This design comes from an exercise in tuning for small area on the open sky130 flow, not from production work.
Only simulation tests tie the RTL to the original design; equivalence was not proved.
The flow treats the clock pin as an ideal source, which a real chip does not have.
Power and IR drop assume default switching activity.

Design Pong, start of the top module:
module Pong #(
	parameter LCD_WIDTH  = 240,
	parameter LCD_HEIGHT = 320,
	parameter CLOCK_FREQ = 12800
	)(
	input wire	clock,
	input wire		player_1_up,
	input wire		player_1_down,
	input wire		player_2_up,
	input wire		player_2_down,
	input wire 		pause,
	input wire     globalReset,
	output 		   resetApp,
	output [13:0] 	display_score1,
	output [13:0]	display_score2,
	output [8:0]	leds,
	output        LT24Wr_n,
	output        LT24Rd_n,
	output        LT24CS_n,
	output        LT24RS,
	output        LT24Reset_n,
	output [15:0] LT24Data,
	output        LT24LCDOn
	);
	reg [3:0] resetSync;
	always @(posedge clock or posedge globalReset) begin
		if (globalReset) resetSync <= 4'hF;
		else             resetSync <= {resetSync[2:0], 1'b0};
	end
	wire reset = resetSync[3];
	reg [12:0] Z;
	reg [7:0] X;         
	reg [8:0] Y;         
	reg       pix;       
	wire [3:0] c = Z[3:0];
	wire X239   = (X == 8'd239);
	wire X240   = (X == 8'd240);
	wire X0     = (X == 8'd0);
	wire [7:0] xNext = X240 ? 8'd0 : X + 8'd1;
	wire [8:0] yNext = X239 ? ((Y == 9'd320) ? 9'd0 : Y + 9'd1) : Y;
	wire step   = pix ? (c == 4'd13) : ((c == 4'd15) | (X240 & (c == 4'd13)));
  ...
clock: 8.0 ns
lec_check: 0
cap_margin: 20
core_margin: 2
core_utilization: 40
place_density: 0.6
slew_margin: 20
standard.sh (not shown) runs the stock make flow with config.mk's settings and CLKGATE_MAP_FILE= SYNTH_SCRIPT=/design/flow/synth_recipe.tcl, a recipe that flattens the netlist after the stock synthesis.
==> flow/flow/run.sh <==
#!/bin/bash
set -euo pipefail
W=$PWD
# synthesis script: synth_recipe.tcl sourcing a copy of ORFS synth.tcl whose abc call uses flow/area.abc
sed 's|^  log_cmd abc {\*}\$abc_args$|  log_cmd abc -script '"$W"'/flow/area.abc {*}[lrange $abc_args 2 end]|' \
  "$FLOW_HOME/scripts/synth.tcl" > "$W/synth_body.tcl"
if cmp -s "$FLOW_HOME/scripts/synth.tcl" "$W/synth_body.tcl"; then
  echo "run.sh: abc line not found in synth.tcl, using the standard ABC script" >&2
fi
sed "s|source \$::env(SCRIPTS_DIR)/synth.tcl|source $W/synth_body.tcl|" synth_recipe.tcl > "$W/my_synth.tcl"
export BUFFER_PORTS_ARGS="-buffer_cell sky130_fd_sc_hd__buf_1"
export PRE_CTS_TCL="$W/flow/cts_hook.tcl"
export CTS_ARGS="-clk_nets clock -dont_use_dummy_load -buf_list sky130_fd_sc_hd__clkbuf_8 -root_buf sky130_fd_sc_hd__clkbuf_8"
bash standard.sh SYNTH_SCRIPT="$W/my_synth.tcl" ADDER_MAP_FILE= finish > "$W/standard.log" 2>&1
Other scripts of this flow, unchanged in this note and not shown: flow/flow/area.abc, flow/flow/cts_hook.tcl, flow/flow/manual_cts.tcl
Change:
--- a/flow/design.v
+++ b/flow/design.v
@@ -148,21 +148,21 @@
 			s2 <= 4'd0;
 			win1 <= 1'b0;
 			win2 <= 1'b0;
 			bt <= 5'd0;
 		end else begin
 			if (bt == 5'd23) begin
 				bt <= 5'd0;
 				if (who) s2 <= s2 + 4'd1;
 				else     s1 <= s1 + 4'd1;
 			end else if (bt != 5'd0) begin
-				bt <= bt + 5'd1;
+				bt <= {bt[3:0], bt[4] ^ bt[2]};    
 			end
 			if (tick) begin
 				if (p1s) begin
 					bt <= 5'd1;
 					who <= 1'b0;
 				end else if (s1 == 4'd10) begin
 					win1 <= 1'b1;
 				end else if (p2s) begin
 					bt <= 5'd1;
 					who <= 1'b1;
Effect: The changed run completed without violations. Die area goes down by 2.1%. Final area fell by 2.0%. Utilization decreases by 0.31 points. Via count came out lower by about 4.3%. Setup slack gets better by 110 ps. Sequential power barely changes. Clock power goes down by about 2%. Routed wire length came out lower by about 4%. Total power fell by about 4.6%. Register-to-register slack gains 410 ps. Global-route usage shrinks by 0.62 points. Hold slack got worse by 3.0 ps. Final cell count came out lower by 3.1%.

---

## branch ember
Another version of the RTL of Pong (not shown whole).
Size: roughly 1200 cells after synthesis, about 120 flip-flops, about 67 I/O pins, roughly 7700 µm² of cells after synthesis.
==> flow/design.v (excerpt) <==
module Pong #(
	parameter LCD_WIDTH  = 240,
	parameter LCD_HEIGHT = 320,
	parameter CLOCK_FREQ = 12800
	)(
	input wire	clock,
	input wire		player_1_up,
	input wire		player_1_down,
	input wire		player_2_up,
	input wire		player_2_down,
	input wire 		pause,
	input wire     globalReset,
	output 		   resetApp,
	output [13:0] 	display_score1,
	output [13:0]	display_score2,
	output [8:0]	leds,
	output        LT24Wr_n,
	output        LT24Rd_n,
	output        LT24CS_n,
	output        LT24RS,
	output        LT24Reset_n,
	output [15:0] LT24Data,
	output        LT24LCDOn
	);
	reg [3:0] resetSync;
	always @(posedge clock or posedge globalReset) begin
		if (globalReset) resetSync <= 4'hF;
		else             resetSync <= {resetSync[2:0], 1'b0};
	end
	wire reset = resetSync[3];
	reg [12:0] Z;
	reg [7:0] X;         
	reg [8:0] Y;         
	reg       pix;       
	wire [3:0] c = Z[3:0];
	wire cEnd   = (c == 4'd15);
	wire X239   = (X == 8'd239);
	wire X240   = (X == 8'd240);
	wire [7:0] xNext = X240 ? 8'd0 : X + 8'd1;
	wire [8:0] yNext = X239 ? ((Y == 9'd320) ? 9'd0 : Y + 9'd1) : Y;
  ...
==> flow/config.mk <==
export PLATFORM = sky130hd
export DESIGN_NAME = Pong
export DESIGN_NICKNAME = Pong
export VERILOG_FILES = /design/flow/design.v
export SDC_FILE = /design/flow/constraint.sdc
export NUM_CORES = 4
export LEC_CHECK = 0
export CAP_MARGIN = 20
export CORE_MARGIN = 2
export CORE_UTILIZATION = 40
export PLACE_DENSITY = 0.6
export SLEW_MARGIN = 20
==> flow/constraint.sdc <==
create_clock -name core_clock -period 8.0 [get_ports {clock}]
set_input_delay 1.6000 -clock core_clock [delete_from_list [all_inputs] [get_ports {clock}]]
set_output_delay 1.6000 -clock core_clock [all_outputs]
set_load 0.01 [all_outputs]
Scripts as last shown in full above: flow/flow/run.sh
Other scripts of this flow, unchanged in this note and not shown: flow/flow/area.abc, flow/flow/cts_hook.tcl, flow/flow/manual_cts.tcl
diff inputs: branch ember => branch quartz
--- a/flow/design.v
+++ b/flow/design.v
@@ -184,35 +184,36 @@
 				4'd4: seg2[6:0] = 7'b0011001;
 				4'd5: seg2[6:0] = 7'b0010010;
 				4'd6: seg2[6:0] = 7'b0000010;
 				4'd7: seg2[6:0] = 7'b1111000;
 				4'd8: seg2[6:0] = 7'b0000000;
 				default: seg2[6:0] = 7'b0010000;
 			endcase
 			seg2[13:7] = (s >= 4'd10) ? 7'b1111001 : 7'b1000000;
 		end
 	endfunction
 	assign display_score1 = seg2(reset ? 4'd0 : s1);
 	assign display_score2 = seg2(reset ? 4'd0 : s2);
-	reg [8:0] ledr;
+	reg [3:0] ledp;
 	wire ledEn = (Z == 13'd5837);    
 	always @(posedge clock) begin
 		if (resetApp) begin
-			ledr <= 9'b100000000;
-		end else begin
-			if (ledEn & win2)      ledr <= {ledr[0], ledr[8:1]};
-			else if (ledEn & win1) ledr <= {ledr[7:0], ledr[8]};
+			ledp <= 4'd8;
+		end else if (ledEn & win2) begin
+			ledp <= (ledp == 4'd0) ? 4'd8 : ledp - 4'd1;
+		end else if (ledEn & win1) begin
+			ledp <= (ledp == 4'd8) ? 4'd0 : ledp + 4'd1;
 		end
 	end
-	assign leds = ledr;
+	assign leds = 9'd1 << ledp;
 	wire [7:0] pp = yNext[8] ? p2x : p1x;    
 	wire [8:0] dxp = {1'b0, xNext} - {1'b0, pp};
 	wire [8:0] dxb  = {1'b0, xNext} - {1'b0, bx};
 	wire [9:0] dyb  = {1'b0, yNext} - {1'b0, by};
 	wire inP  = (dxp <= 9'd40);
 	wire inP2 = inP & (yNext >= 9'd290) & (yNext <= 9'd295);
 	wire inP1 = inP & (yNext >= 9'd30) & (yNext <= 9'd35);
 	wire inB  = (dxb <= 9'd10) & (dyb <= 10'd10);
 	wire [1:0] colour = inP2 ? 2'd3 : inP1 ? 2'd2 : inB ? 2'd1 : 2'd0;
 	reg [1:0] pd, pt;
 	always @(posedge clock) begin
 		if (reset) pd <= 2'd0;
==> comparison <==
Critical path depth in branch quartz is 2 lower than in branch ember. Combinational power of branch quartz falls short of that of branch ember by more than 10%. branch ember gets by with more registers than branch quartz. Detailed-route wire length per cell (branch quartz vs. branch ember) increases by a few percent. Wire length after detailed routing: branch quartz vs branch ember up about 1.9%. Between branch ember and branch quartz, the fraction of final layout cells with drive strength greater than 1 is higher for branch ember. Taking branch ember as the reference point, the area fraction in compound gates after synthesis of branch quartz falls by 1.5 points. branch ember → branch quartz: highest net fanout along the worst path now sits higher, multi-input combinational area share now sits higher, proportion of power drawn by combinational gates now sits lower, placer congestion estimate now sits higher, post-layout minimum cycle time now sits lower.

-- static timing again, ports no longer ideal --
Ports are ideal in the flow. The routed layouts listed here were re-timed in OpenROAD. Step 1 assumes that a clkbuf_16 drives the clock port and a buf_2 every other input. Step 2 times the ports against the registers' clock, not the clock port: input delays grow and output delays shrink by t, the midpoint of the rising clock arrivals with the driver on. a / b / c = ideal ports / drivers / drivers and shift; a / b = the first two.
run | shift t [ns] | slack for setup (ns) | hold slack, ns | worst setup path at the end | slew at the worst register clock pin (ns)
the first run of note 1 | 0.441 | 1.962 / 1.962 / 1.962 | 0.363 / 0.363 / 0.363 | register to register | 0.10 / 0.10
the second run of note 1 | 0.429 | 2.075 / 2.039 / 2.371 | 0.359 / 0.359 / 0.359 | register to register | 0.10 / 0.10
branch ember | 0.457 | 1.427 / 1.427 / 1.427 | 0.358 / 0.358 / 0.358 | register to register | 0.08 / 0.08
branch quartz | 0.436 | 1.903 / 1.903 / 1.903 | 0.360 / 0.360 / 0.360 | register to register | 0.09 / 0.09
After both steps every run listed still meets setup and hold.
